This design comes from an exercise in tuning for small area on the open sky130 flow, not from production work.
In this exercise RTL edits were held to simulation tests only and were not proved equivalent to the original.

== v25 ==
==> flow/design.v (excerpt) <==
module motor1stab(clk, rst,
m1in, m2in, m3in, m4in, ch6ratio, ch3ratio,
m1ratio,m2ratio,m3ratio,m4ratio);
Size in the first run: roughly 2,000 cells after synthesis, about 110 I/O pins, roughly 20,000 um2 of cells after synthesis.
==> flow/config.mk <==
export PLATFORM = sky130hd
export DESIGN_NAME = motor1stab
export DESIGN_NICKNAME = motor1stab
export VERILOG_FILES = /design/flow/design.v
export SDC_FILE = /design/flow/constraint.sdc
export NUM_CORES = 4
export LEC_CHECK = 0
export CAP_MARGIN = 20
export CORE_MARGIN = 2
export CORE_UTILIZATION = 70
export CTS_BUF_LIST = sky130_fd_sc_hd__clkbuf_8
export CTS_CLUSTER_SIZE = 30
export SLEW_MARGIN = 20
==> flow/constraint.sdc <==
create_clock -name core_clock -period 40.0 [get_ports {clk}]
set_input_delay 8.0000 -clock core_clock [delete_from_list [all_inputs] [get_ports {clk}]]
set_output_delay 8.0000 -clock core_clock [all_outputs]
set_load 0.01 [all_outputs]
standard.sh (not shown) runs the stock make flow with config.mk's settings and CLKGATE_MAP_FILE= SYNTH_SCRIPT=/design/flow/synth_recipe.tcl, a recipe that flattens the netlist after the stock synthesis.
==> flow/flow/run.sh <==
#!/bin/bash
# Own layout flow: the standard layout (standard.sh) with three changes:
#  - synthesis runs synth_recipe.tcl with its synth wrapper replaced by
#    flow/synth_proc.tcl: the full/half adders are extracted before synth's
#    abc -fast instead of after it (same passes otherwise, same registers);
#  - the logic is mapped with an area-oriented ABC script (flow/abc_area.script,
#    used as ORFS's abc_area.script with ABC_AREA=1);
#  - the port buffers are sky130_fd_sc_hd__buf_1 cells.
# Each step's output goes to its own log file in this folder.
set -euo pipefail
here=$(pwd)
rm -rf "$here/scripts_local"
cp -r "$FLOW_HOME/scripts" "$here/scripts_local"
cp "$here/flow/abc_area.script" "$here/scripts_local/abc_area.script"
first='proc synth {args} { yosys synth -nofsm -noshare {*}$args }'
if [[ "$(head -1 synth_recipe.tcl)" != "$first" ]]; then
  echo "synth_recipe.tcl does not start with the expected synth wrapper" >&2
  exit 1
fi
{ cat "$here/flow/synth_proc.tcl"; tail -n +2 synth_recipe.tcl; } > "$here/own_synth.tcl"
bash standard.sh SCRIPTS_DIR="$here/scripts_local" ABC_AREA=1 SYNTH_SCRIPT="$here/own_synth.tcl" synth > "$here/flow_synth.log" 2>&1
export BUFFER_PORTS_ARGS="-buffer_cell sky130_fd_sc_hd__buf_1"
bash standard.sh finish > "$here/flow_finish.log" 2>&1
==> flow/flow/abc_area.script <==
strash
dch -f
map -a
topo
==> flow/flow/synth_proc.tcl <==
# Replaces the first line of synth_recipe.tcl (its synth wrapper). Same synth -nofsm
# -noshare, except that the fine stage extracts the full and half adders (as ORFS's
# synth.tcl does later) before synth's own abc -fast, so that the adder structure of
# the RTL reaches the adder cells. Registers are not touched by this step.
proc synth {args} {
  set i [lsearch -exact $args "fine:"]
  if { $i > 0 && [lindex $args [expr {$i - 1}]] == "-run" } {
    # the fine stage of synth, with the full adders extracted before abc -fast
    set rest [lreplace $args [expr {$i - 1}] $i]
    set top [lindex $rest [expr {[lsearch -exact $rest "-top"] + 1}]]
    set extra {}
    set j [lsearch -exact $rest "-extra-map"]
    if { $j >= 0 } { set extra [list -map [lindex $rest [expr {$j + 1}]]] }
    yosys opt -fast -full
    yosys memory_map
    yosys opt -full
    yosys techmap -map +/techmap.v {*}$extra
    yosys opt -fast
    yosys extract_fa
    yosys techmap -map $::env(ADDER_MAP_FILE)
    yosys techmap
    yosys opt -fast
    yosys abc -fast
    yosys opt -fast
    yosys synth -nofsm -noshare -run check: {*}$rest
  } else {
    yosys synth -nofsm -noshare {*}$args
  }
}
Changes in v20 relative to v25:
- removing CTS_BUF_LIST (formerly sky130_fd_sc_hd__clkbuf_8)
- removing CTS_CLUSTER_SIZE (formerly 30)
- changing CORE_UTILIZATION from 70 to 40
--- outcome ---
Total of fill cells in the finished design is lower on v25. Compared with v25, in v20 share of the cycle needed by the critical path after routing has decreased; critical path depth in cells went up by 2.5%; cell area after placement shows an increase of about 1.8%. v20 vs v25 on final standard cell count with taps included and fillers excluded: v20 is the higher one. Compared with v25, non-clock buffer count in the final layout in v20 increased slightly. In v20 relative to v25, routed wire length had gone up by a few percent. When the final numbers for v25 and v20 were put side by side, the starting utilization of the core area turned out to be greater in v25.

[port drivers added, routing unchanged]
No port has a modelled driver above. Below, the same layouts with a new extraction and two added sets of constraints. Step 1 assumes that a clkbuf_16 drives the clock port and a buf_2 every other input. Step 2 also shifts input and output timing later by t, the mid clock arrival at the registers, as if the neighbouring blocks saw the same clock. a / b / c = ideal ports / drivers / drivers and shift; a / b = the first two.
| run | t, ns | setup WS [ns] | hold WS [ns] |
|---|---|---|---|
| v25 | 0.514 | 1.085 / 1.066 / 1.066 | 0.378 / 0.378 / 0.378 |
| v20 | 0.486 | 1.276 / 1.231 / 1.231 | 0.379 / 0.379 / 0.379 |
After both steps every run listed still meets setup and hold. For v20, which loses most, drivers alone change the setup slack by -0.045 ns; drivers and shift together by -0.045 ns.
